What follows belongs to an exercise in optimizing a design on an open flow for small area, a short achievable clock period and few clock cycles; a production flow would make more cautious choices.
At most, simulation tests tie the RTL to the original design; equivalence was not proved.
Power is estimated from default activity; no workload was simulated.

## wip/raven
==> flow/design.v (excerpt) <==
module rv_core (
    input         clk,
    input         rst,
    output [31:0] imem_addr,
    input  [31:0] imem_rdata,
    output [31:0] dmem_addr,
    output [31:0] dmem_wdata,
    output        dmem_we,
    input  [31:0] dmem_rdata
);
make LEC_CHECK=0 CAP_MARGIN=20 CORE_MARGIN=2 CORE_UTILIZATION=40 SETUP_SLACK_MARGIN=5 SLEW_MARGIN=20 finish   # period 8.0 ns
run.sh (not shown) runs the stock make flow with config.mk's settings and CLKGATE_MAP_FILE= SYNTH_SCRIPT=/design/flow/synth_recipe.tcl, a recipe that flattens the netlist after the stock synthesis.
Testbench counts of wip/raven, summed over its fixed seeds: cycles 104,436.
Inputs modified between wip/raven and wip/umber:
--- a/flow/design.v
+++ b/flow/design.v
@@ -298,2 +298,62 @@
 assign retSel = isRet & ~slow;
 endmodule
+module ks_add #(parameter N = 32) (
+    input  [N-1:0] a,
+    input  [N-1:0] b,
+    input          cin,
+    output [N-1:0] s,
+    output         cout
+);
+localparam L = $clog2(N);
+wire [N-1:0] p0 = a ^ b;
+wire [N-1:0] g0 = a & b;
+wire [N-1:0] gl [0:L];
+wire [N-1:0] pl [0:L];
+assign gl[0] = {g0[N-1:1], g0[0] | (p0[0] & cin)};
+assign pl[0] = p0;
+genvar l, j;
+generate
+    for (l = 0; l < L; l = l + 1) begin : g_lvl
+        for (j = 0; j < N; j = j + 1) begin : g_bit
+            if (j >= (1 << l)) begin : g_op
+                assign gl[l+1][j] = gl[l][j] | (pl[l][j] & gl[l][j - (1 << l)]);
+                assign pl[l+1][j] = pl[l][j] & pl[l][j - (1 << l)];
+            end else begin : g_pass
+                assign gl[l+1][j] = gl[l][j];
+                assign pl[l+1][j] = pl[l][j];
+            end
+        end
+    end
+endgenerate
+assign s    = p0 ^ {gl[L][N-2:0], cin};
+assign cout = gl[L][N-1];
+endmodule
+module inc_pp #(parameter N = 30) (
+    input  [N-1:0] a,
+    output [N-1:0] s
+);
+localparam L = $clog2(N);
+wire [N-1:0] al [0:L];
+assign al[0] = a;
+genvar l, j;
+generate
+    for (l = 0; l < L; l = l + 1) begin : g_lvl
+        for (j = 0; j < N; j = j + 1) begin : g_bit
+            if (j >= (1 << l)) begin : g_op
+                assign al[l+1][j] = al[l][j] & al[l][j - (1 << l)];
+            end else begin : g_pass
+                assign al[l+1][j] = al[l][j];
+            end
+        end
+    end
+endgenerate
+assign s = a ^ {al[L][N-2:0], 1'b1};
+endmodule
+module dec_pp #(parameter N = 12) (
+    input  [N-1:0] a,
+    output [N-1:0] s
+);
+wire [N-1:0] t;
+inc_pp #(N) u (.a(~a), .s(t));
+assign s = ~t;
+endmodule
--- outcome ---
- The count of clock buffers in the final design of wip/umber and that of wip/raven are within noise of each other.
- Per the comparison of wip/umber with wip/raven, flip-flop and latch share of the layout cell area flat; routability congestion estimate from global placement flat; number of multi-input logic gates flat.
- Taking wip/raven as the reference, in wip/umber die area shows no meaningful change; flip-flop and latch count shows no meaningful change.
- Status | wip/umber and wip/raven | clean
No functional check of the RTL was part of wip/umber.


## branch violet
The RTL this note starts from:
==> flow/design.v <==
module rv_core (
    input         clk,
    input         rst,
    output [31:0] imem_addr,
    input  [31:0] imem_rdata,
    output [31:0] dmem_addr,
    output [31:0] dmem_wdata,
    output        dmem_we,
    input  [31:0] dmem_rdata
);
genvar i;
function [32:0] ks32;
    input [31:0] a;
    input [31:0] b;
    input        cin;
    reg   [31:0] g, p, gn, pn;
    integer l, j;
    begin
        g = a & b;
        p = a ^ b;
        g[0] = g[0] | (p[0] & cin);
        for (l = 0; l < 5; l = l + 1) begin
            for (j = 0; j < 32; j = j + 1) begin
                if (j >= (1 << l)) begin
                    gn[j] = g[j] | (p[j] & g[j - (1 << l)]);
                    pn[j] = p[j] & p[j - (1 << l)];
                end else begin
                    gn[j] = g[j];
                    pn[j] = p[j];
                end
            end
            g = gn;
            p = pn;
        end
        ks32 = {g[31], (a ^ b) ^ {g[30:0], cin}};
    end
endfunction
function [29:0] inc30;
    input [29:0] a;
    reg   [29:0] c, cn;
    integer l, j;
    begin
        c = a;
        for (l = 0; l < 5; l = l + 1) begin
            for (j = 0; j < 30; j = j + 1)
                cn[j] = (j >= (1 << l)) ? (c[j] & c[j - (1 << l)]) : c[j];
            c = cn;
        end
        inc30 = a ^ {c[28:0], 1'b1};
    end
endfunction
reg  [31:2] pcF;
reg  [31:0] irD;
reg  [31:2] pcD;
reg  [11:2] tLoD;        
reg         cLoD;        
reg         predTD;      
reg         predRD;      
reg         validD;
reg  [31:1] sel1D, sel2D;        
reg         bAXD, bAMD, bBXD, bBMD;   
reg  [31:0] aX, bX, sdX;
reg         cinX;
reg         selSumX, selSltX, selOrX, selAndX, selSdX;
reg         brX, bneX, predX, jmpX, ldX, stX, wenX, off8X;
reg  [4:0]  rdX;
reg  [31:0] aluM, sdM;
reg         stM, wenM, ldM;
reg  [4:0]  rdM;
wire [31:0] resM = ldM ? dmem_rdata : aluM;
wire [32*32-1:0] rfv;
assign rfv[31:0] = 32'd0;
generate
    for (i = 1; i < 32; i = i + 1) begin : g_rf
        reg [31:0] q;
        always @(posedge clk)
            if (wenM && rdM == i)
                q <= resM;
        assign rfv[32*i +: 32] = q;
    end
endgenerate
wire [31:0] x1 = rfv[63:32];
wire [6:0]  op  = irD[6:0];
wire [2:0]  f3  = irD[14:12];
wire [4:0]  rdD = irD[11:7];
wire isJal   = op[6] & op[3];
wire isJalr  = op[6] & ~op[3] & op[2];
wire isBr    = op[6] & ~op[2];
wire isAlu   = ~op[6] & op[4];
wire isLoad  = ~op[6] & ~op[4] & ~op[5];
wire isStore = ~op[6] & ~op[4] & op[5];
wire usesRs1 = ~isJal;
wire usesRs2 = op[5] & ~op[2];
wire dWrites = ~op[5] | op[4] | op[2];
wire wenD    = validD & dWrites & (rdD != 5'd0);
wire [31:0] ir = imem_rdata;
wire [4:0] rs1F = ir[19:15];
wire [4:0] rs2F = ir[24:20];
wire fJal  = ir[6] & ir[3];
wire fJalr = ir[6] & ~ir[3] & ir[2];
wire fBr   = ir[6] & ~ir[2];
wire fUse1 = ~fJal;
wire fUse2 = ir[5] & ~ir[2];
wire sgn   = ir[31];
wire ffF    = &pcF[11:2];           
wire [31:2] pcInc = inc30(pcF);
wire [32:0] tgfJ = ks32({22'd0, pcF[11:2]}, {22'd0, ir[20], ir[30:25], ir[24:22]}, 1'b0);
wire [32:0] tgfB = ks32({22'd0, pcF[11:2]}, {22'd0, ir[7],  ir[30:25], ir[11:9]},  1'b0);
wire [11:2] tLo = ir[3] ? tgfJ[9:0] : tgfB[9:0];
wire        cLo = ir[3] ? tgfJ[10]  : tgfB[10];
wire [31:0] dec1F, dec2F;
dec5 u_d1 (.a(rs1F), .y(dec1F));
dec5 u_d2 (.a(rs2F), .y(dec2F));
wire [31:0] immI  = {{20{irD[31]}}, irD[31:20]};
wire [31:0] immS  = {{20{irD[31]}}, irD[31:25], irD[11:7]};
wire [31:0] immJ  = {{12{irD[31]}}, irD[19:12], irD[20], irD[30:21], 1'b0};
wire [31:2] linkD = inc30(pcD);
wire [29:0] hiInc = inc30({10'd0, pcD[31:12]});
wire [29:0] hiDec = ~inc30({10'd0, ~pcD[31:12]});
wire [31:12] pcDHiInc = hiInc[19:0];
wire [31:12] pcDHiDec = hiDec[19:0];
wire crossD = cLoD ^ irD[31];
wire fitsJD = (irD[19:12] == {8{irD[31]}});
wire longJD = isJal & ~fitsJD;
wire [31:12] tHiD = ~crossD ? pcD[31:12] : irD[31] ? pcDHiDec : pcDHiInc;
wire [31:2] tgtD = {tHiD, tLoD};
wire [31:0] rfA, rfB;
rf_read u_r1 (.q(rfv), .sel({sel1D, 1'b0}), .y(rfA));
rf_read u_r2 (.q(rfv), .sel({sel2D, 1'b0}), .y(rfB));
wire [31:0] aluOut;
wire sAld = bAMD & ldM;
wire sAal = bAMD & ~ldM;
wire sApc = ~bAMD & isJal;
wire sArf = ~bAMD & ~isJal;
wire [31:0] slowA = ({32{sAld}} & dmem_rdata) | ({32{sAal}} & aluM)
                  | ({32{sApc}} & {pcD, 2'b00}) | ({32{sArf}} & rfA);
wire [31:0] slowB = ({32{bBMD & ldM}} & dmem_rdata) | ({32{bBMD & ~ldM}} & aluM)
                  | ({32{~bBMD}} & rfB);
wire [31:0] valA, valB;
late_mux #(32) u_ba (.d(slowA), .f(aluOut), .s(bAXD), .y(valA));
late_mux #(32) u_bb (.d(slowB), .f(aluOut), .s(bBXD), .y(valB));
wire stall = validD & ldX & (bAXD | bBXD);
wire redirX, skipX;
wire redirD = validD & predTD & crossD & ~longJD & ~stall & ~redirX;
wire goX = validD & ~stall & ~redirX & ~skipX;
wire invB    = isAlu & ~f3[2] & (f3[1] | (op[5] & irD[30]));
wire useImm  = ~op[6] & ~(op[5] & op[4]) | op[2];
wire [31:0] immISJ = isStore ? immS : op[3] ? immJ : immI;
wire sBld = bBMD & ldM & ~useImm;
wire sBal = bBMD & ~ldM & ~useImm;
wire sBrf = ~bBMD & ~useImm;
wire [31:0] bPre  = ({32{sBld}} & dmem_rdata) | ({32{sBal}} & aluM)
                  | ({32{sBrf}} & rfB) | ({32{useImm}} & immISJ);
wire [31:0] bSlow = bPre ^ {32{invB}};
wire [31:0] bFast = aluOut ^ {32{invB}};
wire [31:0] bNext;
late_mux #(32) u_bn (.d(bSlow), .f(bFast), .s(bBXD & ~useImm), .y(bNext));
wire [32:0] aluSum = ks32(aX, bX, cinX);
wire [31:0] sum = aluSum[31:0];
wire lt = (aX[31] == bX[31]) ? aX[31] : sum[31];
wire [31:0] aluSlow = {31'd0, selSltX & lt}
                    | ({32{selOrX}}  & (aX | bX))
                    | ({32{selAndX}} & (aX & bX))
                    | ({32{selSdX}}  & sdX);
late_mux #(32) u_res (.d(aluSlow), .f(sum), .s(selSumX), .y(aluOut));
wire eq    = (aX == bX);
wire taken = eq ^ bneX;
assign skipX  = brX & ~predX & taken & off8X & validD & ~op[6];
assign redirX = (brX & (taken ^ predX) & ~skipX) | jmpX;
wire [31:2] tgtX = brX ? sdX[31:2] : sum[31:2];
wire dX1 = wenD & (rdD == 5'd1);
wire xX1 = wenX & (rdX == 5'd1);
wire mX1 = wenM & (rdM == 5'd1);
wire x1busy = dX1 ? ~(op[6] & op[2]) : xX1 ? ~selSdX : (mX1 & ldM);
wire [31:2] x1p = dX1 ? linkD : xX1 ? sdX[31:2] : mX1 ? aluM[31:2] : x1[31:2];
wire        slowSel = redirX | stall | redirD;
wire [31:2] pcSlow  = redirX ? tgtX : stall ? pcF : redirD ? tgtD : pcInc;
wire        predT, isRet, retSel, takeT;
fpred u_fp (.op({ir[6], ir[3], ir[2]}), .sgn(sgn), .rs1(rs1F), .x1busy(x1busy),
            .ff(ffF), .slow(slowSel), .predT(predT), .isRet(isRet),
            .takeT(takeT), .retSel(retSel));
wire [31:2] pcRet;
late_mux #(30) u_pcr (.d(pcSlow), .f(x1p), .s(retSel), .y(pcRet));
wire [11:2] pcLo;
late_mux #(10) u_pc (.d(pcRet[11:2]), .f(tLo), .s(takeT), .y(pcLo));
wire [31:2] pcNext = {pcRet[31:12], pcLo};
wire nAX1 = wenD & ~skipX & (rdD == rs1F) & fUse1;
wire nAM1 = wenX & (rdX == rs1F) & fUse1;
wire nAX2 = wenD & ~skipX & (rdD == rs2F) & fUse2;
wire nAM2 = wenX & (rdX == rs2F) & fUse2;
always @(posedge clk) begin
    if (rst)
        pcF <= 30'd0;
    else
        pcF <= pcNext;
    if (stall) begin
        bAXD <= 1'b0;
        bBXD <= 1'b0;
        bAMD <= bAXD;
        bBMD <= bBXD;
    end else begin
        irD    <= ir;
        pcD    <= pcF;
        tLoD   <= tLo;
        cLoD   <= cLo;
        predTD <= predT;
        predRD <= isRet;
        sel1D  <= dec1F[31:1];
        sel2D  <= dec2F[31:1];
        bAXD   <= nAX1;
        bAMD   <= nAM1;
        bBXD   <= nAX2;
        bBMD   <= nAM2;
    end
    validD <= ~rst & ~redirX & ~redirD;
    aX      <= valA;
    bX      <= bNext;
    cinX    <= invB;
    sdX     <= isStore ? valB : (isBr & ~predTD) ? {tgtD, 2'b00} : {linkD, 2'b00};
    selSumX <= ~op[6] & ~op[4] | isAlu & ~f3[2] & ~f3[1];
    selSltX <= isAlu & ~f3[2] & f3[1];
    selOrX  <= isAlu & f3[2] & ~f3[0];
    selAndX <= isAlu & f3[2] & f3[0];
    selSdX  <= op[6];
    bneX    <= f3[0];
    predX   <= predTD;
    off8X   <= (irD[31:25] == 7'd0) & (irD[11:7] == 5'b01000);
    rdX     <= rdD;
    if (rst) begin
        brX <= 1'b0; jmpX <= 1'b0; ldX <= 1'b0; stX <= 1'b0; wenX <= 1'b0;
    end else begin
        brX  <= goX & isBr;
        jmpX <= goX & ((isJalr & ~(predRD & (irD[31:20] == 12'd0))) | (isJal & (~predTD | longJD)));
        ldX  <= goX & isLoad & wenD;
        stX  <= goX & isStore;
        wenX <= goX & wenD;
    end
    aluM <= aluOut;
    sdM  <= sdX;
    rdM  <= rdX;
    ldM  <= ldX;
    if (rst) begin
        stM <= 1'b0; wenM <= 1'b0;
    end else begin
        stM  <= stX;
        wenM <= wenX;
    end
end
assign imem_addr  = {pcF, 2'b00};
assign dmem_addr  = aluM;
assign dmem_wdata = sdM;
assign dmem_we    = stM;
endmodule
module dec5 (
    input  [4:0]  a,
    output [31:0] y
);
wire [3:0] lo = 4'b0001 << a[1:0];
wire [7:0] hi = 8'b00000001 << a[4:2];
genvar i;
generate
    for (i = 0; i < 32; i = i + 1) begin : g_y
        assign y[i] = lo[i % 4] & hi[i / 4];
    end
endgenerate
endmodule
module rf_read (
    input  [32*32-1:0] q,
    input  [31:0]      sel,
    output [31:0]      y
);
reg [31:0] acc;
integer k;
always @* begin
    acc = 32'd0;
    for (k = 1; k < 32; k = k + 1)
        acc = acc | (q[32*k +: 32] & {32{sel[k]}});
end
assign y = acc;
endmodule
module late_mux #(parameter N = 32) (
    input  [N-1:0] d,
    input  [N-1:0] f,
    input          s,
    output [N-1:0] y
);
assign y = s ? f : d;
endmodule
module fpred (
    input  [2:0] op,         
    input        sgn,        
    input  [4:0] rs1,
    input        x1busy,
    input        ff,
    input        slow,
    output       predT,
    output       isRet,
    output       takeT,
    output       retSel
);
assign predT  = op[2] & (op[1] | (~op[0] & sgn)) & ~ff;
assign isRet  = op[2] & ~op[1] & op[0] & (rs1 == 5'd1) & ~x1busy;
assign takeT  = predT & ~slow;
assign retSel = isRet & ~slow;
endmodule
==> flow/config.mk <==
export PLATFORM = sky130hd
export DESIGN_NAME = rv_core
export DESIGN_NICKNAME = rv_core
export VERILOG_FILES = /design/flow/design.v
export SDC_FILE = /design/flow/constraint.sdc
export NUM_CORES = 8
export LEC_CHECK = 0
export ABC_AREA = 1
export CAP_MARGIN = 20
export CORE_MARGIN = 2
export CORE_UTILIZATION = 40
export CTS_CLUSTER_DIAMETER = 100
export CTS_CLUSTER_SIZE = 20
export SETUP_SLACK_MARGIN = 5
export SLEW_MARGIN = 20
==> flow/constraint.sdc <==
create_clock -name core_clock -period 8.0 [get_ports {clk}]
set_input_delay 1.6000 -clock core_clock [delete_from_list [all_inputs] [get_ports {clk}]]
set_output_delay 1.6000 -clock core_clock [all_outputs]
set_load 0.01 [all_outputs]
standard.sh (not shown) runs the stock make flow with config.mk's settings and CLKGATE_MAP_FILE= SYNTH_SCRIPT=/design/flow/synth_recipe.tcl, a recipe that flattens the netlist after the stock synthesis.
==> flow/flow/run.sh <==
#!/bin/bash
# Layout flow: the standard layout (standard.sh), with one change: the
# buffers that buffer_ports puts on every input and output port are
# sky130_fd_sc_hd__buf_4 instead of the cell OpenROAD picks by default (a
# clock-delay buffer, clkdlybuf4s50_1, which adds about 0.4 ns to every path
# from an input or to an output).  make's full output goes to flow.log.
set -euo pipefail
bash standard.sh "BUFFER_PORTS_ARGS=-buffer_cell sky130_fd_sc_hd__buf_4" finish > flow.log 2>&1
branch violet: flow completed, timing, DRC and antenna clean
Testbench counts of branch violet, summed over its fixed seeds: cycles 102,727.
Setup changes, branch violet to branch ember
--- a/flow/design.v
+++ b/flow/design.v
@@ -57,4 +57,5 @@
 reg         predTD;      
 reg         predRD;      
+reg         predLD;      
 reg         validD;
 reg  [31:1] sel1D, sel2D;        
@@ -63,5 +64,7 @@
 reg         cinX;
 reg         selSumX, selSltX, selOrX, selAndX, selSdX;
-reg         brX, bneX, predX, jmpX, ldX, stX, wenX, off8X;
+reg         brX, bneX, predX, jmpX, ldX, stX, wenX, off8X, rs2zX;
+reg         lxValid;
+reg  [13:2] lxTag;
 reg  [4:0]  rdX;
 reg  [31:0] aluM, sdM;
@@ -169,23 +172,29 @@
 assign redirX = (brX & (taken ^ predX) & ~skipX) | jmpX;
 wire [31:2] tgtX = brX ? sdX[31:2] : sum[31:2];
-wire dX1 = wenD & (rdD == 5'd1);
+wire dX1 = wenD & ~stall & (rdD == 5'd1);
 wire xX1 = wenX & (rdX == 5'd1);
 wire mX1 = wenM & (rdM == 5'd1);
 wire x1busy = dX1 ? ~(op[6] & op[2]) : xX1 ? ~selSdX : (mX1 & ldM);
 wire [31:2] x1p = dX1 ? linkD : xX1 ? sdX[31:2] : mX1 ? aluM[31:2] : x1[31:2];
-wire        slowSel = redirX | stall | redirD;
-wire [31:2] pcSlow  = redirX ? tgtX : stall ? pcF : redirD ? tgtD : pcInc;
+wire liD   = wenD & ~stall & isAlu & ~op[5] & (f3 == 3'b000) & (irD[19:15] == 5'd0);
+wire liHit = fJalr & liD & (rs1F == rdD) & ~skipX;
+wire [12:0] liSum = {irD[31], irD[31:20]} + {ir[31], ir[31:20]};
+wire [31:2] tgtL  = {{19{liSum[12]}}, liSum[12:2]};
+wire        nStall  = isLoad & goX & (nAX1 | nAX2);
+wire        slowSel = redirX | nStall | redirD;
+wire [31:2] pcSlow  = redirX ? tgtX : nStall ? pcF : redirD ? tgtD : pcInc;
 wire        predT, isRet, retSel, takeT;
-fpred u_fp (.op({ir[6], ir[3], ir[2]}), .sgn(sgn), .rs1(rs1F), .x1busy(x1busy),
+wire exitHit = lxValid & (pcInc[13:2] == lxTag);
+fpred u_fp (.op({ir[6], ir[3], ir[2]}), .sgn(sgn), .f30(ir[12]), .rs1(rs1F), .rs2(rs2F), .x1busy(x1busy), .nx(exitHit),
             .ff(ffF), .slow(slowSel), .predT(predT), .isRet(isRet),
             .takeT(takeT), .retSel(retSel));
 wire [31:2] pcRet;
-late_mux #(30) u_pcr (.d(pcSlow), .f(x1p), .s(retSel), .y(pcRet));
+late_mux #(30) u_pcr (.d(pcSlow), .f(liHit ? tgtL : x1p), .s(retSel | (liHit & ~slowSel)), .y(pcRet));
 wire [11:2] pcLo;
 late_mux #(10) u_pc (.d(pcRet[11:2]), .f(tLo), .s(takeT), .y(pcLo));
 wire [31:2] pcNext = {pcRet[31:12], pcLo};
-wire nAX1 = wenD & ~skipX & (rdD == rs1F) & fUse1;
+wire nAX1 = wenD & ~stall & ~skipX & (rdD == rs1F) & fUse1;
 wire nAM1 = wenX & (rdX == rs1F) & fUse1;
-wire nAX2 = wenD & ~skipX & (rdD == rs2F) & fUse2;
+wire nAX2 = wenD & ~stall & ~skipX & (rdD == rs2F) & fUse2;
 wire nAM2 = wenX & (rdX == rs2F) & fUse2;
 always @(posedge clk) begin
@@ -194,10 +203,5 @@
     else
         pcF <= pcNext;
-    if (stall) begin
-        bAXD <= 1'b0;
-        bBXD <= 1'b0;
-        bAMD <= bAXD;
-        bBMD <= bBXD;
-    end else begin
+    begin
         irD    <= ir;
         pcD    <= pcF;
@@ -206,4 +210,5 @@
         predTD <= predT;
         predRD <= isRet;
+        predLD <= liHit;
         sel1D  <= dec1F[31:1];
         sel2D  <= dec2F[31:1];
@@ -226,4 +231,5 @@
     predX   <= predTD;
     off8X   <= (irD[31:25] == 7'd0) & (irD[11:7] == 5'b01000);
+    rs2zX   <= (irD[24:20] == 5'd0);
     rdX     <= rdD;
     if (rst) begin
@@ -231,9 +237,16 @@
     end else begin
         brX  <= goX & isBr;
-        jmpX <= goX & ((isJalr & ~(predRD & (irD[31:20] == 12'd0))) | (isJal & (~predTD | longJD)));
+        jmpX <= goX & ((isJalr & ~(predRD & (irD[31:20] == 12'd0)) & ~predLD) | (isJal & (~predTD | longJD)));
         ldX  <= goX & isLoad & wenD;
         stX  <= goX & isStore;
         wenX <= goX & wenD;
     end
+    if (rst)
+        lxValid <= 1'b0;
+    else if (brX & bneX & rs2zX & predX & (aX == 32'd1)) begin
+        lxValid <= 1'b1;
+        lxTag   <= sdX[13:2];
+    end else if (brX & ((~predX & bneX & rs2zX) | redirX))
+        lxValid <= 1'b0;
     aluM <= aluOut;
     sdM  <= sdX;
@@ -290,5 +303,8 @@
     input  [2:0] op,         
     input        sgn,        
+    input        f30,        
     input  [4:0] rs1,
+    input  [4:0] rs2,
+    input        nx,         
     input        x1busy,
     input        ff,
@@ -299,5 +315,5 @@
     output       retSel
 );
-assign predT  = op[2] & (op[1] | (~op[0] & sgn)) & ~ff;
+assign predT  = op[2] & (op[1] | (~op[0] & ((rs1 == rs2) ? ~f30 : (sgn & ~nx)))) & ~ff;
 assign isRet  = op[2] & ~op[1] & op[0] & (rs1 == 5'd1) & ~x1busy;
 assign takeT  = predT & ~slow;
## What came out
Compared with branch violet, branch ember shows a lower amount of wire on met3 after detailed routing.
Compared with branch violet, in branch ember count of flip-flops with a built-in enable after synthesis lost 11%, proportion of power drawn by the clock network picked up an extra 0.2 points, overall die width neither gained nor lost much, number of pins exceeding their max-slew limit in the final report neither gained nor lost much, final routed wirelength across all metal layers picked up an extra about 8%.
Average wire length per cell after detail routing (branch ember over branch violet): increase, about 3.5%
Power per cell area: branch ember higher than branch violet
branch ember vs. branch violet: count of sequential standard cells went up by about 1.1%.
Between branch ember and branch violet, the initial core utilization figures differ only marginally.
Looking at clock latency of the later-clocked register in the worst-skew pair, branch ember sits 0.05 ns above branch violet.
For the count of mapped cells out of synthesis, branch ember came in 4.3% higher than branch violet did.
Testbench counts of branch ember, summed over its fixed seeds: cycles 96,923.

[separate check: timing with driven ports]
The flow's constraints put no driver on any port. The routed layouts listed below were extracted and timed again, unchanged, in two steps. Step 1: set_driving_cell puts a clkbuf_16 on clk and a buf_2 on each other input, an assumption about the parent block. Step 2 also shifts input and output timing later by t, the mid clock arrival at the registers, as if the neighbouring blocks saw the same clock. Slacks: ideal / step 1 / step 2; pairs: ideal / step 1.
run	t, ns	setup WS [ns]	hold WS [ns]	worst setup path after step 2
wip/raven	0.884	4.702 / 4.702 / 3.957	0.369 / 0.369 / 0.369	input to register
wip/umber	0.884	4.702 / 4.702 / 3.957	0.369 / 0.369 / 0.369	input to register
branch violet	0.817	4.938 / 4.893 / 4.340	0.345 / 0.345 / 0.345	input to register
branch ember	0.829	4.898 / 4.898 / 4.183	0.374 / 0.374 / 0.374	input to register
After both steps every run listed still meets setup and hold.
